Background: an optimization exercise with open tools, aiming at small area, a short achievable clock period and few clock cycles. Do not read the settings as production practice.
At most, simulation tests tie the RTL to the original design; equivalence was not proved.
The RTL of runs 1, 5 and 7 was laid out without a check of its function.
No run shown here takes its clock network from TritonCTS; it comes from the design's own scripts or RTL.
The flow treats the clock pin as an ideal source. Dropping or thinning the clock tree relies on that and would not hold on a real chip.
No activity file was given, so power comes from the tool's default toggle rates.

==> design/flow/flow/cts.tcl <==
# Clock tree step in place of ORFS's cts.tcl: the same steps, but the clock
# tree is one level of clock buffers (see clkbuf.tcl) instead of TritonCTS's
# two-level H-tree.
utl::set_metrics_stage "cts__{}"
source $::env(SCRIPTS_DIR)/load.tcl
set mct_cols $::env(MCT_COLS)
set mct_rows $::env(MCT_ROWS)
erase_non_stage_variables cts
load_design 3_place.odb 3_place.sdc
source $::env(FLOW_DIR_OWN)/clkbuf.tcl

set_dont_use $::env(DONT_USE_CELLS)
manual_clock_tree $mct_cols $mct_rows sky130_fd_sc_hd__clkbuf_16
set_propagated_clock [all_clocks]

estimate_parasitics -placement
set_placement_padding -global \
  -left $::env(CELL_PAD_IN_SITES_DETAIL_PLACEMENT) \
  -right $::env(CELL_PAD_IN_SITES_DETAIL_PLACEMENT)
detailed_placement
estimate_parasitics -placement
report_clock_latency
repair_timing_helper
detailed_placement
check_placement -verbose
report_metrics 4 "cts final"

orfs_write_db $::env(RESULTS_DIR)/4_1_cts.odb
orfs_write_sdc $::env(RESULTS_DIR)/4_cts.sdc
==> design/flow/config.mk <==
export PLATFORM = sky130hd
export DESIGN_NAME = LZ77_Encoder
export DESIGN_NICKNAME = LZ77_Encoder
export VERILOG_FILES = /design/flow/design.v
export SDC_FILE = /design/flow/constraint.sdc
export NUM_CORES = 4
export LEC_CHECK = 0
export CAP_MARGIN = 20
export CORE_MARGIN = 2
export CORE_UTILIZATION = 50
export PLACE_DENSITY = 0.6
export SLEW_MARGIN = 20
==> design/flow/design.v <==
module LZ77_Encoder(clk,reset,chardata,valid,encode,finish,offset,match_len,char_nxt);
input 				clk;
input 				reset;
input 		[7:0] 	chardata;
output  			valid;
output  			encode;
output  			finish;
output 		[3:0] 	offset;
output 		[2:0] 	match_len;
output 	 	[7:0] 	char_nxt;
reg					valid;
reg					encode;		 
reg					finish;
reg			[3:0]	offset;
reg			[2:0]	match_len;
reg			[3:0]	ch;			 
reg					ch5;		 
reg			[3:0]	R;			 
reg			[3:0]	H [0:8];	 
reg			[6:0]	E [0:8];	 
reg			[11:0]	lfsr;		 
reg					ended;		 
reg			[3:0]	skip;		 
reg					done;		 
integer 	d, j;
assign char_nxt = {2'b00, ch5, 1'b0, ch};
wire		inrange = ~ended;			 
always @(posedge clk or posedge reset)
begin
	if (reset)
	begin
		lfsr <= 12'he71;
		ended <= 1'b0;
		R <= 4'd0;
		for (d = 0; d < 9; d = d + 1)
			H[d] <= 4'd0;
	end
	else
	begin
		lfsr <= {lfsr[10:0], lfsr[11] ^ lfsr[10]};
		ended <= ended | (lfsr == 12'h800);
		R <= chardata[3:0] ^ 4'd3;
		H[0] <= R;
		for (d = 1; d < 9; d = d + 1)
			H[d] <= H[d-1];
	end
end
always @(posedge clk)
begin
	for (d = 0; d < 9; d = d + 1)
		E[d] <= {E[d][5:0], inrange & (R == H[d])};
end
reg			[7:0]	a [0:8];	 
reg			[7:0]	A;			 
reg			[3:0]	off [1:7];	 
reg			[2:0]	L;
reg			[3:0]	S;
reg			[3:0]	X;			 
wire		[3:0]	C [0:7];	 
reg					last;		 
assign C[7] = R;
assign C[6] = H[0];
assign C[5] = H[1];
assign C[4] = H[2];
assign C[3] = H[3];
assign C[2] = H[4];
assign C[1] = H[5];
assign C[0] = H[6];
always @(*)
begin
	for (d = 0; d < 9; d = d + 1)
	begin
		a[d][0] = 1'b1;
		for (j = 1; j < 8; j = j + 1)
			a[d][j] = a[d][j-1] & E[d][7-j];
	end
	for (j = 0; j < 8; j = j + 1)
	begin
		A[j] = 1'b0;
		for (d = 0; d < 9; d = d + 1)
			A[j] = A[j] | a[d][j];
	end
	for (j = 1; j < 8; j = j + 1)
	begin
		off[j] = 4'd0;
		for (d = 0; d < 9; d = d + 1)
			if (a[d][j]) off[j] = d;
	end
	L = 3'd0;
	S = 4'd0;
	X = C[0];
	for (j = 1; j < 8; j = j + 1)
		if (A[j])
		begin
			L = j;
			S = off[j];
			X = C[j];
		end
	last = 1'b0;
	for (j = 0; j < 8; j = j + 1)
		last = last | (lfsr[j] & A[7-j]);
	last = last & ended;
end
wire				emit = (skip == 4'd0) & ~done;
always @(posedge clk)
begin
	offset <= S;
	match_len <= L;
	ch <= X ^ 4'd3;
	ch5 <= last;
	valid <= emit;
	finish <= done;
	encode <= ~done;
end
always @(posedge clk or posedge reset)
begin
	if (reset)
	begin
		skip <= 4'd8;
		done <= 1'b0;
	end
	else
	begin
		skip <= emit ? {1'b0, L} : skip - 4'd1;
		done <= done | (emit & last);
	end
end
endmodule
==> design/flow/flow/clkbuf.tcl <==
# Manual one-level clock tree: the clock port drives NBUF clkbuf cells, each
# driving the clock pins of one group of registers (split by position).
proc manual_clock_tree { cols rows cell } {
  set db [ord::get_db]
  set block [ord::get_db_block]
  set clk [$block findNet clk]
  set master [$db findMaster $cell]
  set sinks {}
  foreach it [$clk getITerms] {
    set inst [$it getInst]
    set loc [$inst getLocation]
    lappend sinks [list [lindex $loc 0] [lindex $loc 1] $it]
  }
  set n [llength $sinks]
  # split into cols x rows groups of nearly equal size: by x, then by y
  set sinks [lsort -integer -index 0 $sinks]
  set groups {}
  set per [expr {($n + $cols - 1) / $cols}]
  for {set c 0} {$c < $cols} {incr c} {
    set part [lsort -integer -index 1 [lrange $sinks [expr {$c * $per}] [expr {($c + 1) * $per - 1}]]]
    set m [llength $part]
    set per2 [expr {($m + $rows - 1) / $rows}]
    for {set r 0} {$r < $rows} {incr r} {
      lappend groups [lrange $part [expr {$r * $per2}] [expr {($r + 1) * $per2 - 1}]]
    }
  }
  set g 0
  foreach grp $groups {
    if { [llength $grp] == 0 } { continue }
    set sx 0; set sy 0
    foreach s $grp { incr sx [lindex $s 0]; incr sy [lindex $s 1] }
    set cx [expr {$sx / [llength $grp]}]
    set cy [expr {$sy / [llength $grp]}]
    set inst [odb::dbInst_create $block $master "clkbuf_m_$g"]
    set net [odb::dbNet_create $block "clknet_m_$g"]
    $net setSigType CLOCK
    foreach s $grp {
      set it [lindex $s 2]
      $it disconnect
      $it connect $net
    }
    [$inst findITerm A] connect $clk
    [$inst findITerm X] connect $net
    $inst setLocation $cx $cy
    $inst setPlacementStatus PLACED
    incr g
  }
  puts "manual_clock_tree: $n sinks, $g buffers of $cell"
}
==> design/flow/constraint.sdc <==
create_clock -name core_clock -period 10.0 [get_ports {clk}]
set_input_delay 2.0000 -clock core_clock [delete_from_list [all_inputs] [get_ports {clk}]]
set_output_delay 2.0000 -clock core_clock [all_outputs]
set_load 0.01 [all_outputs]
==> design/flow/flow/run.sh <==
#!/bin/bash
# Own layout flow: the standard flow (standard.sh), with
#  - port buffers of buf_2 instead of the default clkdlybuf4s50_1,
#  - a larger setup target for ORFS's timing repair,
#  - a one-level clock tree (flow/cts.tcl) in place of TritonCTS.
# Each step's full output goes to a log file of its own in this folder.
set -euo pipefail
export FLOW_DIR_OWN=$PWD/flow
export MCT_COLS=${MCT_COLS:-2}
export MCT_ROWS=${MCT_ROWS:-2}
VARS=("BUFFER_PORTS_ARGS=-buffer_cell sky130_fd_sc_hd__buf_2" "SETUP_SLACK_MARGIN=7.35")
bash standard.sh "${VARS[@]}" place > flow_place.log 2>&1
bash standard.sh "${VARS[@]}" run RUN_SCRIPT=$PWD/flow/cts.tcl RUN_LOG_NAME_STEM=4_1_cts > flow_cts.log 2>&1
bash standard.sh "${VARS[@]}" finish > flow_finish.log 2>&1
==> design/flow/standard.sh <==
#!/bin/bash
# synth_recipe.tcl (not shown) runs the flow's synth.tcl, then flattens the netlist and writes it again
# the make line also repeats each setting of config.mk as NAME=value (left out here)
make -C /OpenROAD-flow-scripts/flow DESIGN_CONFIG=/design/flow/config.mk WORK_HOME=/design/flow/orfs CLKGATE_MAP_FILE= SYNTH_SCRIPT=/design/flow/synth_recipe.tcl "${@:-finish}"
==> reports/summary.txt, run 1 <==
Netlist cell types: 74
clock slew at reported path FFs: 0.12 ns
routed wire length: 10900 um
largest net degree at the start of global routing: 59
Worst EP arrival: 0.63 ns
core area: 10200 sq um
worst-skew pair later-pin latency: 0.18 ns
# Max-Cap Violations: 0
Die X: 106 um
drt drc: 0
Top delay family on crit path: flip-flops
Layout Cells excl Fill: 605
FMAX: 381 MHz
Synth async-reset ratio: 42.6%
WP buf/inv: 1
Area Growth Syn to Fin: 6.28%
Antenna Nets Post-Route: 0
Slew HR: 58.4%
skew final: 0.00840 ns
Die Ht: 106 um
first-pass GRT wire length: 17600 um
cell total after placement: 601
met3 routed WL: 472 um
Hold Fails Final Rpt: 0
Crit-path slowest cell: dfxtp_2
storage element area: 3030 sq um
post-synthesis sequential area ratio: 57.7%
drt first-iter violations: 203
setup_tns: 0 ns
Slew @ Worst Pin: 0.620 ns
uppermost routed layer: met4
row cnt: 37
CP Data Required Time: 8.00 ns
antenna cell count: 0
multi-input logic area: 2040 sq um
critical path launch point type: register
Setup crit end kind: primary output
PwrDens: 169 nW/um^2
WL met1: 5060 um
Post-DP HPWL: 7970 um
die area: 11300 sq um
leading cell types in the layout, fill and taps excluded: dfxtp_1, dfrtp_1, xnor2_1
# fillers: 875
antenna violations before repair: 0
flops & latches, synth: 136
starting density of the core: 51.2%
PortBufs: 20
vias: 3518
fin crit period: 2.63 ns
VDD IR max: 0.118 mV
LEAKAGE: 2.27 nW
WL met2: 5030 um
vias in the first global route: 3385
DRT Pass-1 Iters: 4
Nets: 484
prevailing post-synth register cell: dfxtp_1
Yosys warning total: 5
Final setup viols: 0
Synth Instances: 463
critical path peak fanout: 1
Top Ports: 28
routed length per instance: 18.0 um
RSZ-0062 raised after global routing: true
Via density: 5.81
Synth Area per Inst: 11.3 sq um
final number of max-transition violations: 0
outcome: finished clean
Tcrit/Tclk final: 26.3%
mapped cell area: 5240 sq um
critical path cell sequence: buf_6
GPL Wtd Cong: 0.870
Post-synth EDFFs: 0
CP max stage delay: 0.34 ns
Crit Path Category: reg2out
commonest non-fill, non-tap cell in the layout: dfxtp_1
gr usage total: 19.4%
grt ovf: 0
worst min-delay path category: reg2reg
share of layout cells above drive strength 1: 13.0%
-- kinds of logic (layout without fill, tap and decap cells) --
kind of cell / Yosys count / in the layout / synth area share, %
DFF: 136 / 136 / 57.7
xor gates and xnor gates: 38 / 38 / 6.35
adders and majority gates: 3 / 3 / 0.717
AOI/OAI and AO/OA: 101 / 101 / 14.7
and+or+nand+nor: 138 / 138 / 15.5
other: 1 / 3 / 0.0716
buffers and inverters: 40 / 44 / 3.77
muxes: 6 / 6 / 1.17
-- power by group --
group	total, mW	leakage (nW)	internal (mW)	switching, mW
sequential	0.620	1.32	0.588	0.0327
combinational	0.116	0.903	0.0597	0.0561
clock	0.206	0.0493	0.0750	0.131
-- area by class of cell --
class	count	share of cell area (%)
timing repair buffer	22	2.81
inverter	18	1.28
multi-input combinational	289	36.6
sequential	136	54.4
buffer	4	1.80
tap	136	3.06
-- path summary, 6_finish.rpt --
kind | start | cells after the start | to | slack (ns)
worst min-delay path | E[6][1] | 0 | E[6][2] | 0.35
worst max-delay path | offset[2] | 1 | offset[2] | 7.37
worst max register to register | E[8][6] | 6 | ch[2] | 7.46
min in group asynchronous | reset | 3 | skip[1] | 1.93
max in group asynchronous | reset | 3 | H[7][1] | 7.69
worst min register to register | E[6][1] | 0 | E[6][2] | 0.35
-- registers in the layout (all words and copies together) (netlist names) --
signal / flops
E: 63
H: 36
R: 4
ch: 4
ch5: 1
done: 1
encode: 1
ended: 1
finish: 1
lfsr: 12
match_len: 3
offset: 4
skip: 4
valid: 1
-- repair_timing --
action,in CTS,in global routing
hold buffers,0,0
setup buffers,0,0
endpoints found under the setup margin,2,46
gates resized for setup,2,14
endpoints found under the hold margin,0,0
-- layer usage --
layer  up-vias  GRT usage, %
met5         -             0
met4         0          5.26
met3        19          1.53
met2        66          32.0
met1      1733          27.7
li1       1700             -
-- metrics by stage --
stage                     util (%)  instance area (sq um)  power [mW]  setup slack (ns)  hold slack, ns
after global routing          54.4                   5570       0.981              7.35           0.356
after global placement        52.8                   5410       0.741              7.25           0.327
after detailed placement      52.8                   5410       0.742              7.24           0.329
after floorplan                  -                   5250       0.707              7.40           0.324
final                         54.4                   5570       0.942              7.37           0.352
-- Yosys cell counts, drive strengths merged, types with 4 or more instances --
master	instances	area, sq um
dfxtp	78	1560
nand3	27	135
dfrtp	50	1250
o21ai	9	45.0
and2	7	43.8
nor3	17	108
a22o	6	52.6
nand4	11	68.8
inv	18	67.6
and3	6	37.5
mux2i	5	50.1
nor4	5	67.6
nand2	24	90.1
clkbuf	9	33.8
xor2	10	87.6
buf	13	96.3
dfstp	8	210
o211ai	5	42.5
a21oi	20	100
nor2	17	63.8
xnor2	28	245
a221oi	4	53.8
a211o	6	52.6
a31oi	10	62.6
a211oi	7	52.6
and4	8	70.1
==> run 2, diff against run 1 <==
--- a/design/flow/design.v
+++ b/design/flow/design.v
@@ -23,2 +23,3 @@
 reg			[3:0]	skip;		 
+reg					tok;		 
 reg					done;		 
@@ -103,3 +104,4 @@
 end
-wire				emit = (skip == 4'd0) & ~done;
+wire		[3:0]	eff = tok ? {1'b0, match_len} : skip;
+wire				emit = (eff == 4'd0) & ~done;
 always @(posedge clk)
@@ -119,2 +121,3 @@
 		skip <= 4'd8;
+		tok <= 1'b0;
 		done <= 1'b0;
@@ -123,3 +126,4 @@
 	begin
-		skip <= emit ? {1'b0, L} : skip - 4'd1;
+		skip <= emit ? 4'd0 : eff - 4'd1;
+		tok <= emit & A[1];
 		done <= done | (emit & last);
--- a/design/flow/flow/run.sh
+++ b/design/flow/flow/run.sh
@@ -2,2 +2,4 @@
 # Own layout flow: the standard flow (standard.sh), with
+#  - synthesis by flow/synth.tcl: the standard synthesis script, but ABC
+#    maps the logic with an area-oriented script (flow/abc_area.script),
 #  - port buffers of buf_2 instead of the default clkdlybuf4s50_1,
@@ -8,5 +10,6 @@
 export FLOW_DIR_OWN=$PWD/flow
+export OWN_ABC_SCRIPT=$PWD/flow/abc_area.script
 export MCT_COLS=${MCT_COLS:-2}
 export MCT_ROWS=${MCT_ROWS:-2}
-VARS=("BUFFER_PORTS_ARGS=-buffer_cell sky130_fd_sc_hd__buf_2" "SETUP_SLACK_MARGIN=7.35")
+VARS=("SYNTH_SCRIPT=$PWD/flow/synth.tcl" "BUFFER_PORTS_ARGS=-buffer_cell sky130_fd_sc_hd__buf_2" "SETUP_SLACK_MARGIN=7.35")
 bash standard.sh "${VARS[@]}" place > flow_place.log 2>&1
==> design/flow/flow/abc_area.script (new file) <==
strash
&get -n
&st
&dch -f
&nf -R 1000 -a
&put
topo
==> design/flow/flow/synth.tcl (new file) <==
# The standard synthesis (synth_recipe.tcl), with one change: ABC maps the
# logic with flow/abc_area.script instead of ORFS's speed script. Registers are
# not touched by ABC, so they are the standard synthesis's.
proc synth {args} { yosys synth -nofsm -noshare {*}$args }
proc abc {args} {
  set i [lsearch -exact $args -script]
  if { $i >= 0 } { lset args [expr {$i + 1}] $::env(OWN_ABC_SCRIPT) }
  yosys abc {*}$args
}
source $::env(SCRIPTS_DIR)/synth.tcl
# left out here: clear keep_hierarchy, flatten, clean up, hide names made inside functions, write 1_2_yosys.v
==> run 2 against run 1 <==
  * Core utilization grew 1.7 points
  * Sequential power about the same
  * Clock power is 2% higher
==> reports/summary.txt, run 2 <==
most frequent cell after synthesis: dfxtp_1
vias in the first global route: 3066
starting density of the core: 50.7%
drt drc: 0
WHS Path Cells: 0
share of layout cells above drive strength 1: 11.0%
hold_buf cts: 0
Nets: 499
Hold Slack: 0.354 ns
grt ovf: 0
Slew @ Worst Pin: 0.653 ns
first-pass GRT wire length: 15200 um
core area: 9590 sq um
Die X: 103 um
setup_tns: 0 ns
Synth async-reset ratio: 43.1%
worst min-delay path category: reg2reg
final number of max-transition violations: 0
Synth top area share: 32.1%
fin crit period: 2.64 ns
Area Growth Syn to Fin: 10.6%
Final setup viols: 0
clock slew at reported path FFs: 0.12 ns
Die Ht: 103 um
worst-skew pair later-pin latency: 0.18 ns
VDD IR max: 0.114 mV
CP max stage delay: 0.35 ns
Setup crit end kind: primary output
WP buf/inv: 1
Tcrit/Tclk final: 26.4%
antenna violations before repair: 0
Worst EP arrival: 0.64 ns
outcome: finished clean
RSZ-0062 raised after global routing: true
max reg flops: 63
worst slack at placement: 6.67 ns
Synth Instances: 455
Top Ports: 28
CP Data Required Time: 8.00 ns
Yosys warning total: 5
skew final: 0.0118 ns
Setup WS post-layout: 7.36 ns
Post-DP HPWL: 7050 um
critical path peak fanout: 2
gr usage total: 18.1%
post-synthesis sequential area ratio: 62.6%
Area contributors post-synth: dfxtp_1, dfrtp_1, xnor2_1
cell total after placement: 609
antenna cell count: 0
vias: 3287
leading cell types in the layout, fill and taps excluded: dfxtp_1, dfrtp_1, nand2_1
Post-synth EDFFs: 0
registers with the most flip-flops: E: 63 flops, H: 36 flops, lfsr: 12 flops
Top delay family on crit path: flip-flops
Slew HR: 56.1%
prevailing post-synth register cell: dfxtp_1
Layout Cells excl Fill: 617
DRT Pass-1 Iters: 6
Synth Area per Inst: 10.7 sq um
Commonest cells post-synth: dfxtp_1, dfrtp_1, nand2_1
commonest non-fill, non-tap cell in the layout: dfxtp_1
PortBufs: 20
largest net degree at the start of global routing: 60
routed wire length: 9680 um
Via density: 5.33
PwrDens: 177 nW/um^2
most flop-heavy register: E
critical path cell sequence: buf_6
Hold Fails Final Rpt: 0
GPL Wtd Cong: 0.844
FMAX: 379 MHz
row cnt: 36
cells on worst reg2reg path: 12
mapped cell area: 4870 sq um
drt first-iter violations: 153
flops & latches, synth: 137
Antenna Nets Post-Route: 0
routed length per instance: 15.7 um
# Max-Cap Violations: 0
die area: 10500 sq um
Yosys top cell by area: dfxtp_1
critical path launch point type: register
setup slack, reg-to-reg: 7.56 ns
fin util: 56.1%
LEAKAGE: 2.31 nW
Netlist cell types: 38
Crit-path slowest cell: dfxtp_2
Crit Path Category: reg2out
CP Depth: 1
## run 2: cell count changes after synthesis, moves of 7 or more
cell	before	now
o21ai_0	8	18
and3_1	6	19
and4_1	8	1
xor2_1	10	1
clkinv_1	0	15
clkbuf_1	9	0
a21oi_1	20	35
inv_1	17	0
nand2_1	24	48
nor2_1	17	40
xnor2_1	28	37
## run 2: area by class of cell
type	instances	area, sq um
timing repair buffer	27	209
multi-input combinational	301	1790
inverter	15	61.3
fill	841	4210
sequential	137	3060
tap	133	166
buffer	4	100
## run 2: repair_timing
item                                   CTS  global route
endpoints found under the hold margin    0             0
setup endpoints to repair               24            21
pin swaps                                0             1
gates resized for setup                  9            16
setup buffers                            0             4
## run 2: logic make-up after synthesis
kind of cell	Yosys count	share of synthesized area, %
flops	137	62.6
buf+inv	19	1.77
simple gates	172	16.9
fa+ha+maj	3	0.771
compound gates	77	9.33
mux	8	1.67
xor+xnor	38	6.84
other cells	1	0.0771
## run 2: stage by stage
step                      power [mW]  cell area (sq um)
after floorplan                0.712               4870
after global placement         0.744               5130
after detailed placement       0.748               5130
after global routing            1.00               5380
final                          0.952               5380
## run 2: path summary, 6_finish.rpt
path                                      to          from
worst min-delay path                 E[8][5]       E[8][4]
worst max-delay path            match_len[1]  match_len[1]
worst min register to register       E[8][5]       E[8][4]
max in group asynchronous            skip[3]         reset
worst max register to register         ch[0]       E[4][6]
min in group asynchronous               R[0]         reset
## run 2: metal layers
metal,track usage [%],share of wire [%],up-vias
met2,31.9,50,57
met1,25.7,46,1592
met5,0,0,-
li1,-,-,1632
met4,1.44,0.75,0
met3,1.08,3.4,6
## run 2: report_power, final
group          switching (mW)  internal, mW  total, mW
logic                  0.0643        0.0575      0.122
clock network           0.135        0.0751      0.210
registers              0.0273         0.593      0.620
total                   0.227         0.725      0.952
## run 2: worst reg2reg max path, cell delays in order, from the launching register on
cell and delay, ns:
dfxtp_1 0.38, and3_1 0.25, nor2_1 0.16, nand3_1 0.12, or4_1 0.40, nor3_1 0.17, buf_4 0.20, buf_12 0.13
nor2_1 0.04, a21oi_1 0.14, o21ai_0 0.11, a21oi_1 0.14, mux2i_1 0.09
Testbench counts of run 2, summed over its fixed seeds: cycles 12,338.
==> run 3, diff against run 2 <==
==> design/flow/flow/abc_area.script (replaced) <==
strash
&get -n
&st
&deepsyn -T 20
&dch -f
&nf -R 1000 -a
&put
topo
--- a/design/flow/config.mk
+++ b/design/flow/config.mk
@@ -10,3 +10,3 @@
 export CORE_UTILIZATION = 50
-export PLACE_DENSITY = 0.6
+export PLACE_DENSITY = 0.85
 export SLEW_MARGIN = 20
==> run 3 against run 2 <==
  * Cell count shrank 2.9%
  * Worst hold slack is essentially flat
  * Combinational power grew 4%
  * Clock skew grew 0.0036 ns
  * Critical endpoint is now offset[0]
  * Global-route usage grew 1.6 points
  * Via count grew 4.0%
  * Synthesized area shrank 2.4%
  * Power grew 0.67%
  * Still clean
  * Sequential share of layout area shrank 0.23 points
  * Register-to-register slack lost 0.32 ns
  * Worst setup slack lost 0.12 ns
  * Highest routed layer unchanged
==> reports/summary.txt, run 3 <==
outcome: finished clean
flops & latches, synth: 137
registers with the most flip-flops: E: 63 flops, H: 36 flops, lfsr: 12 flops
clock slew at reported path FFs: 0.12 ns
Final setup viols: 0
Setup WS post-layout: 7.24 ns
RSZ-0062 raised after global routing: true
commonest non-fill, non-tap cell in the layout: dfxtp_1
mapped cell area: 4750 sq um
critical path launch point type: register
VDD IR max: 0.173 mV
core area: 9240 sq um
worst-skew pair later-pin latency: 0.18 ns
FMAX: 363 MHz
CP Data Required Time: 10.13 ns
max reg flops: 63
Area Growth Syn to Fin: 14.5%
first-pass GRT wire length: 16300 um
Critical R2R Launch: E[7][6]
grt ovf: 0
Slew HR: 54.4%
Die Ht: 101 um
share of layout cells above drive strength 1: 18.5%
beginning of the critical path: E[7][6]
DRT Pass-1 Iters: 5
leading cell types in the layout, fill and taps excluded: dfxtp_1, nand2_1, dfrtp_1
Synth async-reset ratio: 43.1%
Layout Cells excl Fill: 599
final number of max-transition violations: 0
post-synthesis sequential area ratio: 64.2%
gr usage total: 19.6%
cell total after placement: 581
antenna violations before repair: 0
drt drc: 0
Hold Fails Final Rpt: 0
setup_tns: 0 ns
Netlist cell types: 44
Via density: 5.71
worst slack at placement: 6.92 ns
row cnt: 35
routed length per instance: 17.1 um
Synth top area share: 32.9%
vias in the first global route: 3375
Yosys top cell by area: dfxtp_1
Synth Area per Inst: 10.9 sq um
Nets: 485
Post-DP HPWL: 7140 um
Worst EP arrival: 2.89 ns
Tcrit/Tclk final: 27.6%
Area contributors post-synth: dfxtp_1, dfrtp_1, xor2_1
Crit Path Category: reg2reg
vias: 3418
most frequent cell after synthesis: dfxtp_1
worst min-delay path category: reg2reg
largest net degree at the start of global routing: 60
PortBufs: 20
fin crit period: 2.76 ns
Post-synth EDFFs: 0
GPL Wtd Cong: 0.888
Yosys warning total: 5
setup slack, reg-to-reg: 7.24 ns
Synth Instances: 434
Slew @ Worst Pin: 0.683 ns
# Max-Cap Violations: 0
PwrDens: 176 nW/um^2
Die X: 101 um
skew final: 0.0153 ns
drt first-iter violations: 152
routed wire length: 10300 um
starting density of the core: 51.4%
prevailing post-synth register cell: dfxtp_1
most flop-heavy register: E
LEAKAGE: 2.35 nW
Setup crit end kind: register
Antenna Nets Post-Route: 0
die area: 10300 sq um
Commonest cells post-synth: dfxtp_1, nand2_1, dfrtp_1
antenna cell count: 0
critical path peak fanout: 3
fin util: 58.8%
hold_sp: E[4][2]
Top Ports: 28
-- run 3: cell types whose count changed in the layout (fill, tap and decap cells not counted), sizes merged, moves of 11 or more --
| cell | delta |
|---|---|
| o22ai | +11 |
| xor2 | +26 |
| a21oi | -14 |
| xnor2 | -36 |
| nor2 | -15 |
| nor4 | +11 |
-- run 3: per-stage QoR --
stage               area, sq um  hold slack [ns]  power [mW]
finish                     5440            0.354       0.959
global route               5440            0.352       0.994
detailed placement         4990            0.331       0.745
global placement           4990            0.327       0.736
floorplan                  4760            0.323       0.704
-- run 3: metal layers --
layer	vias up	track usage [%]	wire (um)
met5	-	0	0
met3	19	1.38	496
met1	1678	25.2	4260
met2	127	35.9	5250
met4	0	5.61	272
li1	1594	-	-
-- run 3: what timing repair did --
item,4_1_cts,5_1_grt
hold buffers,0,0
setup endpoints to repair,14,71
gates cloned,0,0
pin swaps,11,16
resized for setup,39,34
buffers inserted,8,6
-- run 3: cells by family after synthesis --
family                   count (synthesis)  synth area share, %
buffers and inverters                   16                 1.58
multiplexers                             3                0.632
AO/OA/AOI/OAI                           85                 11.1
adder cells (fa/ha/maj)                  3                0.790
flip-flops                             137                 64.2
XOR/XNOR                                28                 5.16
AND/OR/NAND/NOR                        161                 16.5
other                                    1               0.0789
-- run 3: area by class of cell --
cell class	instances	area, sq um
fillers	741	3800
plain buffers	4	100
inverters	12	47.5
well taps	129	161
flip-flops and latches	137	3080
multi-input cells	283	1780
repair buffers	34	269
-- run 3: worst max-delay path, stage by stage, from the launching register on --
cell      delay (ns)
dfxtp_4         0.36
and3_4          0.17
and3_4          0.17
or4_4           0.53
or4b_4          0.54
a21oi_4         0.15
buf_4           0.13
a222oi_1        0.08
o211ai_1        0.16
a222oi_1        0.14
a21oi_1         0.13
o21a_1          0.14
-- run 3: worst paths after layout --
kind	depth (start not counted)	to
setup / recovery	11	offset[0]
max in group asynchronous	2	H[4][1]
min in group asynchronous	2	H[1][0]
setup reg to reg	11	offset[0]
hold / removal	0	E[4][3]
hold reg to reg	0	E[4][3]
-- run 3: power by group --
group / switching, mW / internal [mW]
logic: 0.0702 / 0.0568
registers: 0.0317 / 0.595
clock network: 0.130 / 0.0749
total: 0.232 / 0.726
==> run 4, diff against run 3 <==
==> design/flow/flow/abc_area.script (replaced) <==
strash
&get -n
&st
&dch -f
&nf -R 1000
&put
topo
==> run 4 against run 3 <==
  * Die area increased by 2.3%
  * Cell count grew 2.5%
  * Routed wire length fell by 2.8%
  * Clock power barely moved
  * First-iteration DRC count rose by 15%
  * Sequential power is essentially flat
  * Synthesized area is 2.4% higher
  * Register-to-register slack gained 0.29 ns
  * Flip-flop and latch count stayed put
  * Core utilization shrank 2.6 points
  * Fmax up 4.7%
  * Combinational power barely moved
  * Critical path type is now reg2out
  * Largest power group unchanged
==> reports/summary.txt, run 4 <==
starting density of the core: 50.7%
Synth top area share: 32.1%
outcome: finished clean
antenna cell count: 0
die area: 10500 sq um
Nets: 496
Synth Instances: 455
max reg flops: 63
Yosys warning total: 5
hold_buf cts: 0
worst-skew pair later-pin latency: 0.18 ns
critical path peak fanout: 2
Adder-Cell Fraction of Synth Area: 0.771%
Antenna Nets Post-Route: 0
CP Data Required Time: 8.00 ns
GPL Wtd Cong: 0.892
prevailing post-synth register cell: dfxtp_1
met2 GRT Util: 33.7%
Post-DP HPWL: 6890 um
Hold Fails Final Rpt: 0
skew final: 0.00886 ns
vias: 3510
PortBufs: 20
commonest non-fill, non-tap cell in the layout: dfxtp_1
worst min-delay path category: reg2reg
Top delay family on crit path: flip-flops
final number of max-transition violations: 0
Area contributors post-synth: dfxtp_1, dfrtp_1, xnor2_1
Yosys top cell by area: dfxtp_1
largest net degree at the start of global routing: 60
Via density: 5.72
Synth Area in XOR/XNOR: 6.84%
area fraction in compound gates after synthesis: 9.33%
GR Layer Usage met1: 25.0%
LEAKAGE: 2.31 nW
core area: 9590 sq um
flops & latches, synth: 137
grt peak-use layer: met2
vias in the first global route: 3445
most flop-heavy register: E
total power: 954 uW
Post-synth EDFFs: 0
routed length per instance: 16.3 um
registers with the most flip-flops: E: 63 flops, H: 36 flops, lfsr: 12 flops
critical path launch point type: register
Slew @ Worst Pin: 0.699 ns
grt ovf: 0
Crit Path Category: reg2out
drt drc: 0
routed wire length: 9980 um
Simple-Gate Fraction of Synth Area: 16.9%
critical path cell sequence: buf_6
post-synthesis sequential area ratio: 62.6%
FMAX: 380 MHz
mapped cell area: 4870 sq um
first-pass GRT wire length: 16100 um
Synth async-reset ratio: 43.1%
VDD IR max: 0.146 mV
Die Ht: 103 um
Crit-path slowest cell: dfxtp_2
RSZ-0062 raised after global routing: true
# Max-Cap Violations: 0
mux cell area share after synthesis: 1.67%
leading cell types in the layout, fill and taps excluded: dfxtp_1, dfrtp_1, nand2_1
most frequent cell after synthesis: dfxtp_1
Worst EP arrival: 0.63 ns
largest family of logic cells by synthesized area: simple AND/OR/NAND/NOR gates
gr usage total: 19.0%
Netlist cell types: 38
share of layout cells above drive strength 1: 12.1%
antenna violations before repair: 0
Tcrit/Tclk final: 26.3%
WP buf/inv: 1
grt met3 use: 1.97%
Final setup viols: 0
CP max stage delay: 0.35 ns
WHS Path Cells: 0
DRT Pass-1 Iters: 7
PwrDens: 177 nW/um^2
Commonest cells post-synth: dfxtp_1, dfrtp_1, nand2_1
row cnt: 36
clock slew at reported path FFs: 0.11 ns
Die X: 103 um
setup_tns: 0 ns
Synth Area per Inst: 10.7 sq um
Setup crit end kind: primary output
fin crit period: 2.63 ns
Top Ports: 28
# fillers: 781
cells on worst reg2reg path: 9
Area Growth Syn to Fin: 11.0%
Slew HR: 53.4%
drt first-iter violations: 175
CP Depth: 1
## run 4: what timing repair did
| item | 4_1_cts | 5_1_grt |
|---|---|---|
| endpoints found under the setup margin | 14 | 22 |
| pin swaps | 2 | 3 |
| gates resized for setup | 7 | 27 |
| buffers inserted | 2 | 1 |
## run 4: power breakdown
| part | total (mW) | switching [mW] | internal [mW] |
|---|---|---|---|
| logic | 0.128 | 0.0673 | 0.0610 |
| registers | 0.623 | 0.0299 | 0.594 |
| clock network | 0.202 | 0.127 | 0.0748 |
## run 4: area by class of cell
class / instances / area (sq um) / share of cell area [%]
multi-input cells: 301 / 1810 / 33.4
plain buffers: 4 / 100 / 1.85
flip-flops and latches: 137 / 3060 / 56.7
well taps: 133 / 166 / 3.08
inverters: 15 / 58.8 / 1.09
repair buffers: 24 / 205 / 3.80
## run 4: path summary, 6_finish.rpt
check                                  start           end  slack [ns]
worst min register to register       E[0][4]       E[0][5]        0.35
worst max-delay path            match_len[2]  match_len[2]        7.37
min in group asynchronous              reset       lfsr[7]        1.92
worst max register to register       E[2][6]         ch[3]        7.53
worst min-delay path                 E[0][4]       E[0][5]        0.35
max in group asynchronous              reset           tok        7.61
## run 4: per-stage QoR
stage / utilization (%) / instance area, sq um / cells / hold WS (ns) / worst slack, ns
2_1_floorplan: - / 4870 / 457 / 0.323 / 7.45
3_3_place_gp: 53.4 / 5120 / 607 / 0.327 / 6.93
3_5_place_dp: 53.4 / 5120 / 607 / 0.330 / 6.88
5_1_grt: 56.3 / 5400 / 614 / 0.359 / 7.34
6_report: 56.3 / 5400 / 614 / 0.352 / 7.37
## run 4: cell families after synthesis
family | count (synthesis)
compound gates | 77
xor+xnor | 38
fa+ha+maj | 3
buf+inv | 19
flops | 137
mux | 8
other cells | 1
simple gates | 172
## run 4: metal layers
| metal | share of wire (%) | vias up |
|---|---|---|
| met5 | 0 | - |
| met4 | 2.9 | 0 |
| met3 | 7.0 | 30 |
| met2 | 49 | 132 |
| met1 | 41 | 1717 |
| li1 | - | 1631 |
==> run 5, diff against run 4 <==
--- a/design/flow/design.v
+++ b/design/flow/design.v
@@ -11,3 +11,2 @@
 reg					valid;
-reg					encode;		 
 reg					finish;
@@ -26,2 +25,3 @@
 integer 	d, j;
+assign encode = valid;
 assign char_nxt = {2'b00, ch5, 1'b0, ch};
@@ -114,3 +114,2 @@
 	finish <= done;
-	encode <= ~done;
 end
==> design/flow/flow/abc_area.script (replaced) <==
strash
&get -n
&st
&dch -f
&nf -R 1000 -a
&put
topo
==> run 5 against run 4 <==
  * Clock power barely moved
  * Fmax hardly changed
  * Synthesized cell count is 0.88% lower
  * Register-to-register slack worse by 0.13 ns
  * Largest cell class unchanged
==> reports/summary.txt, run 5 <==
Top Ports: 28
die area: 10500 sq um
vias in the first global route: 3320
Via density: 5.59
flops & latches, synth: 136
gr usage total: 18.5%
most flop-heavy register: E
setup_tns: 0 ns
skew final: 0.0144 ns
core area: 9330 sq um
starting density of the core: 51.9%
Slew HR: 53.7%
first-pass GRT wire length: 15700 um
commonest non-fill, non-tap cell in the layout: dfxtp_1
worst min-delay path category: reg2reg
VDD IR max: 0.152 mV
Setup crit end kind: primary output
Nets: 494
RSZ-0062 raised after global routing: true
antenna violations before repair: 0
Netlist cell types: 42
DRT Pass-1 Iters: 5
PortBufs: 20
critical path cell sequence: buf_6
PwrDens: 177 nW/um^2
CP Data Required Time: 8.00 ns
cell total after placement: 599
# Max-Cap Violations: 0
largest net degree at the start of global routing: 60
fin crit period: 2.64 ns
registers with the most flip-flops: E: 63 flops, H: 36 flops, lfsr: 12 flops
drt drc: 0
vias: 3399
row cnt: 35
Placed Area: 5100 sq um
Yosys warning total: 5
Layout Cells excl Fill: 608
Synth Instances: 451
drt first-iter violations: 261
Slew @ Worst Pin: 0.695 ns
Hold Fails Final Rpt: 0
Final setup viols: 0
worst slack at placement: 6.65 ns
critical path launch point type: register
final number of max-transition violations: 0
Tcrit/Tclk final: 26.4%
post-layout instance area: 5340 sq um
Top delay family on crit path: flip-flops
FMAX: 379 MHz
Synth top area share: 31.8%
mapped cell area: 4840 sq um
Synth async-reset ratio: 43.4%
share of layout cells above drive strength 1: 10.9%
worst-skew pair later-pin latency: 0.18 ns
Area Growth Syn to Fin: 10.2%
Setup WS post-layout: 7.36 ns
Worst EP arrival: 0.64 ns
WP buf/inv: 1
grt ovf: 0
outcome: finished clean
clock slew at reported path FFs: 0.12 ns
Synth Area per Inst: 10.7 sq um
post-synthesis sequential area ratio: 62.5%
Commonest cells post-synth: dfxtp_1, dfrtp_1, nand2_1
max reg flops: 63
Post-synth EDFFs: 0
prevailing post-synth register cell: dfxtp_1
hold_buf cts: 0
GPL Wtd Cong: 0.895
routed wire length: 9560 um
leading cell types in the layout, fill and taps excluded: dfxtp_1, dfrtp_1, nand2_1
most frequent cell after synthesis: dfxtp_1
Die X: 102 um
Crit Path Category: reg2out
Yosys top cell by area: dfxtp_1
Area contributors post-synth: dfxtp_1, dfrtp_1, xnor2_1
Crit-path slowest cell: dfxtp_2
LEAKAGE: 2.30 nW
Post-DP HPWL: 6920 um
CP max stage delay: 0.35 ns
critical path peak fanout: 2
Die Ht: 102 um
routed length per instance: 15.7 um
antenna cell count: 0
Antenna Nets Post-Route: 0
-- run 5: changes by cell type in the layout (fill, tap and decap cells not counted), moves of 4 or more --
cell and change:
dfxtp_1 +5, xnor2_1 -4, dfxtp_2 -6, buf_4 +4, o21ai_0 +5, a21oi_1 -7
-- run 5: path summary, 6_finish.rpt --
kind | start | slack, ns | end | cells past startpoint
worst max-delay path | match_len[1] | 7.36 | match_len[1] | 1
max in group asynchronous | reset | 7.61 | H[2][0] | 2
worst min-delay path | E[1][0] | 0.35 | E[1][1] | 0
worst min register to register | E[1][0] | 0.35 | E[1][1] | 0
min in group asynchronous | reset | 1.93 | lfsr[2] | 2
worst max register to register | E[8][6] | 7.40 | done | 10
-- run 5: layer usage --
metal  up-vias  GRT usage [%]  wire (um)
met5         -              0          0
met4         0           3.79        209
li1       1627              -          -
met1      1642           25.4       4170
met2       106           32.6       4790
met3        24           1.37        401
-- run 5: timing repair --
item                       4_1_cts  5_1_grt
setup buffers                    3        2
gates resized for setup          8       16
pin swaps                        1        1
setup endpoints to repair       14       17
-- run 5: cell type report --
| class | count | area, sq um |
|---|---|---|
| well taps | 129 | 161 |
| multi-input cells | 298 | 1790 |
| plain buffers | 4 | 100 |
| repair buffers | 27 | 196 |
| inverters | 14 | 55.1 |
| fillers | 743 | 3990 |
| flip-flops and latches | 136 | 3040 |
-- run 5: where the power goes --
group	leakage (nW)	switching, mW	internal [mW]
sequential	1.33	0.0284	0.589
combinational	0.926	0.0666	0.0592
clock	0.0493	0.127	0.0748
total	2.30	0.222	0.723
-- run 5: kinds of logic (layout without fill, tap and decap cells) --
logic type	count (synthesis)	after routing	share of synthesized area, %
buf+inv	19	45	1.86
fa+ha+maj	3	3	0.775
mux	7	7	1.50
flops	136	136	62.5
xor+xnor	34	34	6.15
compound gates	84	84	10.7
other cells	1	3	0.0775
simple gates	167	167	16.4
-- run 5: stage by stage --
stage                     utilization [%]  power, mW  hold WS, ns
after floorplan                         -      0.712        0.324
after global placement               54.6      0.740        0.328
after detailed placement             54.6      0.746        0.333
after global routing                 57.2      0.987        0.360
final                                57.2      0.945        0.349
==> run 6, diff against run 5 <==
--- a/design/flow/design.v
+++ b/design/flow/design.v
@@ -11,2 +11,3 @@
 reg					valid;
+reg					encode;		 
 reg					finish;
@@ -25,3 +26,2 @@
 integer 	d, j;
-assign encode = valid;
 assign char_nxt = {2'b00, ch5, 1'b0, ch};
@@ -114,2 +114,3 @@
 	finish <= done;
+	encode <= ~done;
 end
==> run 6 against run 5 <==
  * Clock skew is 0.0055 ns lower
  * Design area is 1.2% higher
  * First-iteration DRC count is 33% lower
  * Still clean on timing, DRC and antenna
  * Cell count is 0.99% higher
==> reports/summary.txt, run 6 <==
Post-DP HPWL: 6890 um
Top Ports: 28
PwrDens: 177 nW/um^2
mapped cell area: 4870 sq um
Adder-Cell Fraction of Synth Area: 0.771%
Die X: 103 um
Worst EP arrival: 0.63 ns
Nets: 496
final number of max-transition violations: 0
mux cell area share after synthesis: 1.67%
Synth Instances: 455
RSZ-0062 raised after global routing: true
first-pass GRT wire length: 16100 um
Synth top area share: 32.1%
critical path cell sequence: buf_6
antenna violations before repair: 0
Setup crit end kind: primary output
Top delay family on crit path: flip-flops
CP max stage delay: 0.35 ns
fin util: 56.3%
Yosys top cell by area: dfxtp_1
largest family of logic cells by synthesized area: simple AND/OR/NAND/NOR gates
Crit Path Category: reg2out
starting density of the core: 50.7%
Die Ht: 103 um
row cnt: 36
prevailing post-synth register cell: dfxtp_1
vias in the first global route: 3445
post-synthesis sequential area ratio: 62.6%
Antenna Nets Post-Route: 0
Post-synth EDFFs: 0
setup slack, reg-to-reg: 7.53 ns
registers with the most flip-flops: E: 63 flops, H: 36 flops, lfsr: 12 flops
Synth Area in XOR/XNOR: 6.84%
critical path peak fanout: 2
Tcrit/Tclk final: 26.3%
# Max-Cap Violations: 0
FMAX: 380 MHz
fin crit period: 2.63 ns
VDD IR max: 0.146 mV
routed length per instance: 16.3 um
Netlist cell types: 38
drt drc: 0
WP buf/inv: 1
core area: 9590 sq um
Simple-Gate Fraction of Synth Area: 16.9%
Synth Area per Inst: 10.7 sq um
LEAKAGE: 2.31 nW
most frequent cell after synthesis: dfxtp_1
critical path launch point type: register
vias: 3510
routed wire length: 9980 um
area fraction in compound gates after synthesis: 9.33%
drt first-iter violations: 175
Yosys warning total: 5
Area Growth Syn to Fin: 11.0%
skew final: 0.00886 ns
GPL Wtd Cong: 0.892
gr usage total: 19.0%
Final setup viols: 0
worst min-delay path category: reg2reg
Slew @ Worst Pin: 0.699 ns
largest net degree at the start of global routing: 60
max reg flops: 63
grt ovf: 0
leading cell types in the layout, fill and taps excluded: dfxtp_1, dfrtp_1, nand2_1
setup_tns: 0 ns
Area contributors post-synth: dfxtp_1, dfrtp_1, xnor2_1
hold_buf cts: 0
clock slew at reported path FFs: 0.11 ns
DRT Pass-1 Iters: 7
Synth async-reset ratio: 43.1%
PortBufs: 20
most flop-heavy register: E
Via density: 5.72
share of layout cells above drive strength 1: 12.1%
Commonest cells post-synth: dfxtp_1, dfrtp_1, nand2_1
outcome: finished clean
flops & latches, synth: 137
die area: 10500 sq um
worst-skew pair later-pin latency: 0.18 ns
Slew HR: 53.4%
CP Data Required Time: 8.00 ns
antenna cell count: 0
commonest non-fill, non-tap cell in the layout: dfxtp_1
Hold Fails Final Rpt: 0
Crit-path slowest cell: dfxtp_2
[run 6: cell types whose count changed in the layout (fill, tap and decap cells not counted), sizes merged, moves of 3 or more]
cell,before,now
a21oi,28,35
a311oi,3,0
a31oi,3,6
buf,27,24
o21ai,23,18
xnor2,33,37
[run 6: worst paths after layout]
path	start	endpoint	cells after the start
max	match_len[2]	match_len[2]	1
min	E[0][4]	E[0][5]	0
max reg2reg	E[2][6]	ch[3]	9
min reg2reg	E[0][4]	E[0][5]	0
max in group asynchronous	reset	tok	2
min in group asynchronous	reset	lfsr[7]	2
[run 6: final cells by class]
type | instances | area (sq um)
buffer | 4 | 100
fill | 781 | 4200
inverter | 15 | 58.8
multi-input combinational | 301 | 1810
sequential | 137 | 3060
tap | 133 | 166
timing repair buffer | 24 | 205
[run 6: cell families after synthesis]
family / Yosys count
AO/OA/AOI/OAI: 77
XOR/XNOR: 38
adder cells (fa/ha/maj): 3
buffers and inverters: 19
flip-flops: 137
multiplexers: 8
other: 1
AND/OR/NAND/NOR: 172
[run 6: power by group]
part / internal (mW) / switching (mW)
combinational: 0.0610 / 0.0673
sequential: 0.594 / 0.0299
clock: 0.0748 / 0.127
[run 6: routing by layer]
layer / share of wire [%] / vias up / global-route usage [%]
met5: 0 / - / 0
met4: 2.9 / 0 / 4.92
met3: 7.0 / 30 / 1.97
met2: 49 / 132 / 33.7
met1: 41 / 1717 / 25.0
li1: - / 1631 / -
[run 6: timing repair]
| item | 4_1_cts | 5_1_grt |
|---|---|---|
| pin swaps | 2 | 3 |
| buffers inserted | 2 | 1 |
| setup endpoints to repair | 14 | 22 |
| gates resized for setup | 7 | 27 |
[run 6: metrics by stage]
step | cells | setup WS [ns] | cell area, sq um | total power [mW] | hold slack [ns]
floorplan | 457 | 7.45 | 4870 | 0.712 | 0.323
global placement | 607 | 6.93 | 5120 | 0.740 | 0.327
detailed placement | 607 | 6.88 | 5120 | 0.749 | 0.330
global route | 614 | 7.34 | 5400 | 0.995 | 0.359
finish | 614 | 7.37 | 5400 | 0.954 | 0.352
Testbench counts of run 6, summed over its fixed seeds: cycles 12,338.
==> run 7, diff against run 6 <==
--- a/design/flow/design.v
+++ b/design/flow/design.v
@@ -11,3 +11,2 @@
 reg					valid;
-reg					encode;		 
 reg					finish;
@@ -26,2 +25,3 @@
 integer 	d, j;
+assign encode = valid;
 assign char_nxt = {2'b00, ch5, 1'b0, ch};
@@ -114,3 +114,2 @@
 	finish <= done;
-	encode <= ~done;
 end
--- a/design/flow/flow/run.sh
+++ b/design/flow/flow/run.sh
@@ -13,3 +13,3 @@
 export MCT_ROWS=${MCT_ROWS:-2}
-VARS=("SYNTH_SCRIPT=$PWD/flow/synth.tcl" "BUFFER_PORTS_ARGS=-buffer_cell sky130_fd_sc_hd__buf_2" "SETUP_SLACK_MARGIN=7.35")
+VARS=("SYNTH_SCRIPT=$PWD/flow/synth.tcl" "BUFFER_PORTS_ARGS=-buffer_cell sky130_fd_sc_hd__buf_2" "SETUP_SLACK_MARGIN=7.3")
 bash standard.sh "${VARS[@]}" place > flow_place.log 2>&1
==> run 7 against run 6 <==
  * Largest power group unchanged
  * First-iteration DRC count increased by 61%
  * Sequential power fell by 1%
  * Synthesized area down 0.51%
  * Register-to-register slack got worse by 0.13 ns
  * Via count decreased by 3.3%
  * Combinational power shrank 6%
  * Flip-flop and latch count decreased by 1
  * Clock power hardly changed
==> reports/summary.txt, run 7 <==
outcome: finished clean
Hold Fails Final Rpt: 0
worst-skew pair later-pin latency: 0.18 ns
RSZ-0062 raised after global routing: true
gr usage total: 18.5%
Post-synth EDFFs: 0
Netlist cell types: 42
Commonest cells post-synth: dfxtp_1, dfrtp_1, nand2_1
die area: 10500 sq um
Setup crit end kind: primary output
row cnt: 35
Slew @ Worst Pin: 0.693 ns
grt ovf: 0
share of layout cells above drive strength 1: 9.81%
PwrDens: 178 nW/um^2
Final setup viols: 0
commonest non-fill, non-tap cell in the layout: dfxtp_1
core area: 9330 sq um
first-pass GRT wire length: 15700 um
fin util: 56.7%
setup_tns: 0 ns
post-synthesis sequential area ratio: 62.5%
starting density of the core: 51.9%
WP buf/inv: 1
leading cell types in the layout, fill and taps excluded: dfxtp_1, dfrtp_1, nand2_1
fin crit period: 2.66 ns
DRT Pass-1 Iters: 5
Synth Instances: 451
Die Ht: 102 um
critical path launch point type: register
CP Data Required Time: 8.00 ns
antenna cell count: 0
Hold Slack: 0.356 ns
most frequent cell after synthesis: dfxtp_1
CP max stage delay: 0.35 ns
Synth Area per Inst: 10.7 sq um
critical path peak fanout: 2
clock slew at reported path FFs: 0.12 ns
routed length per instance: 15.8 um
# Max-Cap Violations: 0
vias: 3393
Crit-path slowest cell: dfxtp_1
Post-DP HPWL: 6920 um
VDD IR max: 0.155 mV
routed wire length: 9610 um
Die X: 102 um
max reg flops: 63
Via density: 5.58
vias in the first global route: 3320
Synth top area share: 31.8%
GPL Wtd Cong: 0.895
registers with the most flip-flops: E: 63 flops, H: 36 flops, lfsr: 12 flops
prevailing post-synth register cell: dfxtp_1
drt drc: 0
hold_buf cts: 0
PortBufs: 20
Crit Path Category: reg2out
final number of max-transition violations: 0
critical path cell sequence: buf_2
# fillers: 755
Slew HR: 53.8%
Tcrit/Tclk final: 26.6%
most flop-heavy register: E
flops & latches, synth: 136
worst min-delay path category: reg2reg
Area contributors post-synth: dfxtp_1, dfrtp_1, xnor2_1
drt first-iter violations: 282
Top Ports: 28
antenna violations before repair: 0
Antenna Nets Post-Route: 0
Yosys warning total: 5
Nets: 494
Yosys top cell by area: dfxtp_1
Top delay family on crit path: flip-flops
mapped cell area: 4840 sq um
largest net degree at the start of global routing: 60
Area Growth Syn to Fin: 9.20%
FMAX: 376 MHz
LEAKAGE: 2.29 nW
Worst EP arrival: 0.66 ns
skew final: 0.00872 ns
Synth async-reset ratio: 43.4%
[run 7: changes by cell type after synthesis, moves of 3 or more]
cell	change
xnor2_1	-4
o21ai_0	+5
a31oi_1	-3
a311oi_1	+3
a21oi_1	-7
[run 7: per-stage QoR]
step,std cells,setup slack [ns],total power [mW],area [sq um]
3_3_place_gp,599,6.85,0.740,5100
6_report,608,7.34,0.941,5290
2_1_floorplan,453,7.38,0.712,4850
5_1_grt,608,7.27,0.980,5290
3_5_place_dp,599,6.65,0.746,5100
[run 7: what timing repair did]
| action | 4_1_cts | 5_1_grt |
|---|---|---|
| hold endpoints to repair | 0 | 0 |
| gates cloned | 0 | 0 |
| setup endpoints to repair | 11 | 4 |
| buffers inserted | 3 | 2 |
| resized for setup | 6 | 5 |
| pin swaps | 1 | 1 |
[run 7: layer usage]
layer	GRT usage [%]	up-vias	routed length, um
met5	0	-	0
met4	3.79	0	196
met3	1.37	22	388
met2	32.6	98	4760
met1	25.4	1641	4270
li1	-	1632	-
[run 7: area by class of cell]
cell class | count | area (sq um) | area share, %
flip-flops and latches | 136 | 3030 | 57.3
multi-input cells | 298 | 1790 | 33.8
well taps | 129 | 161 | 3.05
repair buffers | 27 | 153 | 2.89
plain buffers | 4 | 100 | 1.89
inverters | 14 | 55.1 | 1.04
[run 7: logic make-up (layout without fill, tap and decap cells)]
family / count (synthesis) / count (layout) / synth area share (%)
xor gates and xnor gates: 34 / 34 / 6.15
and+or+nand+nor: 167 / 167 / 16.4
other: 1 / 3 / 0.0775
DFF: 136 / 136 / 62.5
muxes: 7 / 7 / 1.50
adders and majority gates: 3 / 3 / 0.775
AOI/OAI and AO/OA: 84 / 84 / 10.7
buffers and inverters: 19 / 45 / 1.86
[run 7: where the power goes]
group          switching (mW)  internal, mW  total (mW)
clock network           0.130        0.0750       0.205
logic                  0.0659        0.0542       0.120
registers              0.0274         0.588       0.615
[run 7: worst paths after layout]
check	from	end	slack, ns	depth (start not counted)
worst max register to register	E[8][6]	done	7.40	10
worst max-delay path	match_len[2]	match_len[2]	7.34	1
worst min-delay path	E[4][4]	E[4][5]	0.36	0
min in group asynchronous	reset	R[0]	1.93	2
max in group asynchronous	reset	H[2][0]	7.62	2
worst min register to register	E[4][4]	E[4][5]	0.36	0
==> run 8, diff against run 7 <==
--- a/design/flow/design.v
+++ b/design/flow/design.v
@@ -16,3 +16,2 @@
 reg					ch5;		 
-reg			[3:0]	R;			 
 reg			[3:0]	H [0:8];	 
@@ -21,4 +20,3 @@
 reg					ended;		 
-reg			[3:0]	skip;		 
-reg					tok;		 
+reg			[2:0]	skip;		 
 reg					done;		 
@@ -32,5 +30,4 @@
 	begin
-		lfsr <= 12'he71;
+		lfsr <= 12'hce2;
 		ended <= 1'b0;
-		R <= 4'd0;
 		for (d = 0; d < 9; d = d + 1)
@@ -42,4 +39,3 @@
 		ended <= ended | (lfsr == 12'h800);
-		R <= chardata[3:0] ^ 4'd3;
-		H[0] <= R;
+		H[0] <= chardata[3:0] ^ 4'd3;
 		for (d = 1; d < 9; d = d + 1)
@@ -51,3 +47,3 @@
 	for (d = 0; d < 9; d = d + 1)
-		E[d] <= {E[d][5:0], inrange & (R == H[d])};
+		E[d] <= {E[d][5:0], inrange & ((chardata[3:0] ^ 4'd3) == H[d])};
 end
@@ -61,3 +57,3 @@
 reg					last;		 
-assign C[7] = R;
+assign C[7] = chardata[3:0] ^ 4'd3;
 assign C[6] = H[0];
@@ -104,4 +100,3 @@
 end
-wire		[3:0]	eff = tok ? {1'b0, match_len} : skip;
-wire				emit = (eff == 4'd0) & ~done;
+wire				emit = (skip == 3'd0) & ~done;
 always @(posedge clk)
@@ -119,4 +114,3 @@
 	begin
-		skip <= 4'd8;
-		tok <= 1'b0;
+		skip <= 3'd7;
 		done <= 1'b0;
@@ -125,4 +119,3 @@
 	begin
-		skip <= emit ? 4'd0 : eff - 4'd1;
-		tok <= emit & A[1];
+		skip <= emit ? L : skip - 3'd1;
 		done <= done | (emit & last);
==> run 8 against run 7 <==
  * Design area is 5.4% lower
  * Flip-flop and latch count is 6 lower
  * Sequential power is 4.9% lower
  * Power is 6.1% lower
  * Critical path depth is 3 higher
  * Register-to-register slack worse by 0.02 ns
  * Critical path type is now in2reg
  * Still clean on timing, DRC and antenna
==> reports/summary.txt, run 8 <==
flops & latches, synth: 130
Worst setup endpoint: E[7][0]
Post-synth EDFFs: 0
registers with the most flip-flops: E: 63 flops, H: 36 flops, lfsr: 12 flops
setup slack, reg-to-reg: 7.38 ns
post-layout instance area: 5000 sq um
Netlist cell types: 40
Slew HR: 43.1%
# Max-Cap Violations: 0
LEAKAGE: 2.22 nW
Tcrit/Tclk final: 26.7%
worst min-delay path category: reg2reg
Die Ht: 100 um
skew final: 0.00769 ns
Antenna Nets Post-Route: 0
CP max stage delay: 0.28 ns
critical path peak fanout: 11
worst-skew pair later-pin latency: 0.17 ns
Placed Area: 4860 sq um
Comb pwr share: 11.5%
Yosys warning total: 5
most flop-heavy register: E
FMAX: 374 MHz
routed wire length: 9300 um
Synth Area per Inst: 10.7 sq um
die area: 10100 sq um
Slew @ Worst Pin: 0.852 ns
P_int: 681 uW
VDD IR max: 0.152 mV
Post-DP HPWL: 6700 um
cells on worst reg2reg path: 10
PwrDens: 177 nW/um^2
final number of max-transition violations: 0
outcome: finished clean
starting density of the core: 50.9%
grt ovf: 0
Synth top area share: 33.3%
vias in the first global route: 3309
Area contributors post-synth: dfxtp_1, dfrtp_1, dfstp_2
clock slew at reported path FFs: 0.11 ns
Die X: 100 um
beginning of the critical path: chardata[3]
Hold Fails Final Rpt: 0
Via density: 5.77
PortBufs: 20
share of layout cells above drive strength 1: 9.37%
Setup crit end kind: register
clock power share: 22.3%
most frequent cell after synthesis: dfxtp_1
leading cell types in the layout, fill and taps excluded: dfxtp_1, nand2_1, dfrtp_1
P_sw: 202 uW
max reg flops: 63
core area: 9110 sq um
CP Data Required Time: 10.08 ns
drt first-iter violations: 312
Net Sw Frac: 22.9%
Crit Path Category: in2reg
Area Growth Syn to Fin: 7.91%
row cnt: 35
Synth Instances: 435
vias: 3289
sequential share of power: 66.2%
Critical R2R Launch: E[8][6]
Commonest cells post-synth: dfxtp_1, nand2_1, dfrtp_1
RSZ-0062 raised after global routing: true
Synth async-reset ratio: 40.8%
Crit Reg-Reg Endpoint: done
gr usage total: 18.6%
antenna violations before repair: 0
Nets: 474
first-pass GRT wire length: 15400 um
routed length per instance: 16.3 um
Yosys top cell by area: dfxtp_1
post-synthesis sequential area ratio: 62.1%
largest net degree at the start of global routing: 54
Worst EP arrival: 2.75 ns
Crit-path slowest cell: buf_2
fin crit period: 2.67 ns
Top Ports: 28
critical path launch point type: input port
drt drc: 0
setup_tns: 0 ns
DRT Pass-1 Iters: 5
antenna cell count: 0
Final setup viols: 0
prevailing post-synth register cell: dfxtp_1
GPL Wtd Cong: 0.921
mapped cell area: 4630 sq um
commonest non-fill, non-tap cell in the layout: dfxtp_1
critical path cell sequence: buf_2, xnor2_1, nand4_1, nor2_1
hold_buf cts: 0
run 8: changes by cell type in the layout (fill, tap and decap cells not counted), sizes merged, moves of 4 or more:
cell / delta
xor2: +17
xnor2: -14
nor2: -9
dfrtp: -7
a31oi: +5
buf: -5
a22oi: -4
or3: +4
run 8: layer usage:
layer | vias up | share of wire, % | track usage [%]
li1 | 1569 | - | -
met1 | 1586 | 42 | 24.0
met2 | 120 | 50 | 33.5
met3 | 14 | 5.3 | 1.88
met4 | 0 | 2.4 | 4.64
met5 | - | 0 | 0
run 8: area by class of cell:
type | instances | area (sq um)
multi-input combinational | 290 | 1710
tap | 111 | 139
fill | 752 | 4110
buffer | 4 | 100
sequential | 130 | 2880
timing repair buffer | 23 | 125
inverter | 12 | 47.5
run 8: timing repair:
| action | CTS | global route |
|---|---|---|
| resized for setup | 4 | 3 |
| setup endpoints to repair | 10 | 10 |
| setup buffers | 0 | 1 |
| pin swaps | 0 | 1 |
run 8: cells by family (layout without fill, tap and decap cells):
| logic type | Yosys count | in the layout | synth area share, % |
|---|---|---|---|
| AND/OR/NAND/NOR | 161 | 161 | 16.6 |
| flip-flops | 130 | 130 | 62.1 |
| AO/OA/AOI/OAI | 82 | 82 | 10.7 |
| XOR/XNOR | 37 | 37 | 6.99 |
| buffers and inverters | 17 | 39 | 1.78 |
| multiplexers | 4 | 4 | 0.864 |
| adder cells (fa/ha/maj) | 3 | 3 | 0.810 |
| other | 1 | 3 | 0.0809 |
run 8: metrics by stage:
step,utilization (%),std cells,hold slack [ns],setup WS (ns),power (mW)
after floorplan,-,437,0.324,7.33,0.661
after global placement,53.4,565,0.325,6.96,0.690
after detailed placement,53.4,565,0.331,6.77,0.697
after global routing,54.9,570,0.362,7.23,0.921
final,54.9,570,0.353,7.33,0.883
run 8: worst min-delay path by stage:
stage | start | end | slack (ns) | cells past startpoint
2_1_floorplan | E[0][2] | E[0][3] | 0.32 | 0
3_3_place_gp | E[6][2] | E[6][3] | 0.33 | 0
3_5_place_dp | E[3][4] | E[3][5] | 0.33 | 0
4_1_cts | E[3][4] | E[3][5] | 0.35 | 0
5_1_grt | E[7][0] | E[7][1] | 0.36 | 0
6_report | E[3][4] | E[3][5] | 0.35 | 0
run 8: critical path: cells and delay by family:
family | cells | cell delay, ns
XOR/XNOR | 1 | 0.16
AND/OR/NAND/NOR | 2 | 0.30
buffers and inverters | 1 | 0.28
run 8: power groups by stage:
| stage | Clock (mW) | Combinational (mW) | Sequential (mW) |
|---|---|---|---|
| final | 0.197 | 0.102 | 0.585 |
| after global routing | 0.219 | 0.112 | 0.590 |
| after CTS | 0.199 | 0.102 | 0.585 |
| after detailed placement | 0 | 0.102 | 0.595 |
| after global placement | 0 | 0.0967 | 0.593 |
| after floorplan | 0 | 0.0668 | 0.594 |
Testbench counts of run 8, summed over its fixed seeds: cycles 12,332.
==> run 9, diff against run 8 <==
--- a/design/flow/design.v
+++ b/design/flow/design.v
@@ -21,2 +21,3 @@
 reg			[2:0]	skip;		 
+reg					tok;		 
 reg					done;		 
@@ -100,3 +101,4 @@
 end
-wire				emit = (skip == 3'd0) & ~done;
+wire		[2:0]	eff = tok ? match_len : skip;
+wire				emit = (eff == 3'd0) & ~done;
 always @(posedge clk)
@@ -115,2 +117,3 @@
 		skip <= 3'd7;
+		tok <= 1'b0;
 		done <= 1'b0;
@@ -119,3 +122,4 @@
 	begin
-		skip <= emit ? L : skip - 3'd1;
+		skip <= emit ? 3'd0 : eff - 3'd1;
+		tok <= emit & A[1];
 		done <= done | (emit & last);
==> run 9 against run 8 <==
  * Power rose by 2.5%
  * Cell count is 3.0% higher
  * Critical path depth down 3
  * Routed wire length decreased by 2.1%
  * Global-route usage decreased by 0.11 points
  * Sequential power up 1%
  * Via count decreased by 0.76%
  * First-iteration DRC count down 46%
==> reports/summary.txt, run 9 <==
row cnt: 35
final number of max-transition violations: 0
VDD IR max: 0.134 mV
Post-DP HPWL: 6770 um
first-pass GRT wire length: 15500 um
drt drc: 0
Simple-Gate Fraction of Synth Area: 16.9%
starting density of the core: 51.1%
prevailing post-synth register cell: dfxtp_1
Slew @ Worst Pin: 0.891 ns
vias in the first global route: 3290
FMAX: 376 MHz
Setup crit end kind: primary output
mux cell area share after synthesis: 1.28%
Nets: 491
Top delay family on crit path: flip-flops
area fraction in compound gates after synthesis: 10.4%
antenna cell count: 0
Crit Path Category: reg2out
hold_buf cts: 0
share of layout cells above drive strength 1: 9.66%
largest family of logic cells by synthesized area: simple AND/OR/NAND/NOR gates
RSZ-0062 raised after global routing: false
commonest non-fill, non-tap cell in the layout: dfxtp_1
antenna violations before repair: 0
Antenna Nets Post-Route: 0
Worst EP arrival: 0.66 ns
CP Data Required Time: 8.00 ns
critical path launch point type: register
Post-synth EDFFs: 0
Slew HR: 40.6%
post-synthesis sequential area ratio: 61.8%
beginning of the critical path: match_len[0]
Area contributors post-synth: dfxtp_1, dfrtp_1, dfstp_2
drt first-iter violations: 168
most flop-heavy register: E
most frequent cell after synthesis: dfxtp_1
clock slew at reported path FFs: 0.11 ns
largest net degree at the start of global routing: 55
DRT Pass-1 Iters: 4
outcome: finished clean
leading cell types in the layout, fill and taps excluded: dfxtp_1, nand2_1, dfrtp_1
LEAKAGE: 2.26 nW
critical path cell sequence: buf_2
skew final: 0.0116 ns
CP max stage delay: 0.36 ns
die area: 10200 sq um
setup slack, reg-to-reg: 7.49 ns
worst min-delay path category: reg2reg
Area Growth Syn to Fin: 8.42%
Yosys top cell by area: dfxtp_1
Tcrit/Tclk final: 26.6%
GPL Wtd Cong: 0.839
fin crit period: 2.66 ns
Synth top area share: 32.8%
grt ovf: 0
Via density: 5.56
Hold Fails Final Rpt: 0
Synth Area per Inst: 10.5 sq um
routed length per instance: 15.5 um
# Max-Cap Violations: 0
WP buf/inv: 1
Crit-path slowest cell: dfxtp_1
routed wire length: 9100 um
worst-skew pair later-pin latency: 0.18 ns
Synth Instances: 446
Yosys warning total: 5
Die X: 101 um
Adder-Cell Fraction of Synth Area: 0.799%
flops & latches, synth: 131
Final setup viols: 0
setup_tns: 0 ns
Synth Area in XOR/XNOR: 6.90%
vias: 3264
Die Ht: 101 um
Synth async-reset ratio: 41.2%
max reg flops: 63
Commonest cells post-synth: dfxtp_1, nand2_1, dfrtp_1
PwrDens: 178 nW/um^2
registers with the most flip-flops: E: 63 flops, H: 36 flops, lfsr: 12 flops
Top Ports: 28
fin util: 55.4%
Netlist cell types: 39
core area: 9200 sq um
critical path peak fanout: 2
gr usage total: 18.5%
mapped cell area: 4700 sq um
Critical R2R Launch: E[4][6]
PortBufs: 20
hold_sp: E[5][4]
# fillers: 780
run 9: worst paths after layout:
check                               end  cells past startpoint
setup / recovery           match_len[0]                      1
hold / removal                  E[5][5]                      0
setup reg to reg                  ch[3]                      9
hold reg to reg                 E[5][5]                      0
max in group asynchronous       H[8][2]                      2
min in group asynchronous       H[2][3]                      2
run 9: where the power goes:
| part | internal [mW] | leakage, nW | switching (mW) |
|---|---|---|---|
| logic | 0.0494 | 0.941 | 0.0667 |
| clock network | 0.0746 | 0.0493 | 0.122 |
| registers | 0.569 | 1.27 | 0.0239 |
| total | 0.693 | 2.26 | 0.212 |
run 9: cells by family (layout without fill, tap and decap cells):
group | count (synthesis) | after routing
simple gates | 166 | 166
flops | 131 | 131
compound gates | 84 | 84
xor+xnor | 37 | 37
buf+inv | 18 | 46
mux | 6 | 6
fa+ha+maj | 3 | 3
other cells | 1 | 3
run 9: cell type report:
class                      count  area, sq um  share of cell area [%]
tap                          111          139                    2.73
buffer                         4          100                    1.97
inverter                      13         50.0                   0.983
sequential                   131         2900                    57.0
timing repair buffer          29          170                    3.34
multi-input combinational    299         1730                    34.0
run 9: through the flow:
step	hold WS, ns	total power, mW	instance area [sq um]	std cells	setup slack (ns)
final	0.355	0.905	5090	587	7.34
after global routing	0.362	0.948	5090	587	7.30
after detailed placement	0.331	0.719	4920	576	7.17
after global placement	0.328	0.712	4920	576	7.20
after floorplan	0.323	0.681	4710	448	7.38
run 9: timing repair:
| action | in CTS | in global routing |
|---|---|---|
| buffers inserted | 4 | 3 |
| endpoints found under the setup margin | 6 | 9 |
| pin swaps | 1 | 1 |
| resized for setup | 0 | 4 |
run 9: routing by layer:
layer  part of all wire (%)  up-vias  GRT usage, %
met5                      0        -             0
met4                    1.4        0          4.26
met3                    4.5       10          1.25
met2                     51       91          33.3
met1                     43     1559          24.4
li1                       -     1604             -
Testbench counts of run 9, summed over its fixed seeds: cycles 12,332.

## re-timing with driven ports
Ports are ideal in the flow. The routed layouts listed here were re-timed in OpenROAD.
Step 1, drivers: a clkbuf_16 drives clk and a buf_2 each remaining input, both assumed.
Step 2 times the ports against the registers' clock, not the clock port: input delays grow and output delays shrink by t, the midpoint of the rising clock arrivals with the driver on.
Slacks: no drivers / after step 1 / after step 2; pairs: no drivers / after step 1.
run | t (ns) | setup WS [ns] | hold slack, ns | clock arrival spread, ns
run 1 | 0.260 | 7.374 / 7.290 / 7.461 | 0.352 / 0.352 / 0.352 | 0.010 / 0.010
run 2 | 0.253 | 7.361 / 7.283 / 7.536 | 0.354 / 0.354 / 0.354 | 0.014 / 0.014
run 3 | 0.259 | 7.242 / 7.242 / 7.242 | 0.354 / 0.354 / 0.354 | 0.018 / 0.018
run 4 | 0.254 | 7.366 / 7.284 / 7.423 | 0.352 / 0.352 / 0.352 | 0.009 / 0.009
run 5 | 0.249 | 7.364 / 7.285 / 7.399 | 0.349 / 0.349 / 0.349 | 0.017 / 0.016
run 6 | 0.254 | 7.366 / 7.284 / 7.423 | 0.352 / 0.352 / 0.352 | 0.009 / 0.009
run 7 | 0.251 | 7.343 / 7.264 / 7.399 | 0.356 / 0.356 / 0.356 | 0.010 / 0.011
run 8 | 0.251 | 7.327 / 7.281 / 7.129 | 0.353 / 0.353 / 0.353 | 0.008 / 0.009
run 9 | 0.249 | 7.339 / 7.260 / 7.177 | 0.355 / 0.355 / 0.355 | 0.012 / 0.013
After both steps setup and hold are still met in every run listed. The setup slack of run 8, which loses most, moves by -0.046 ns with the drivers and by -0.198 ns with both steps. The worst setup slack also covers recovery checks on asynchronous resets.
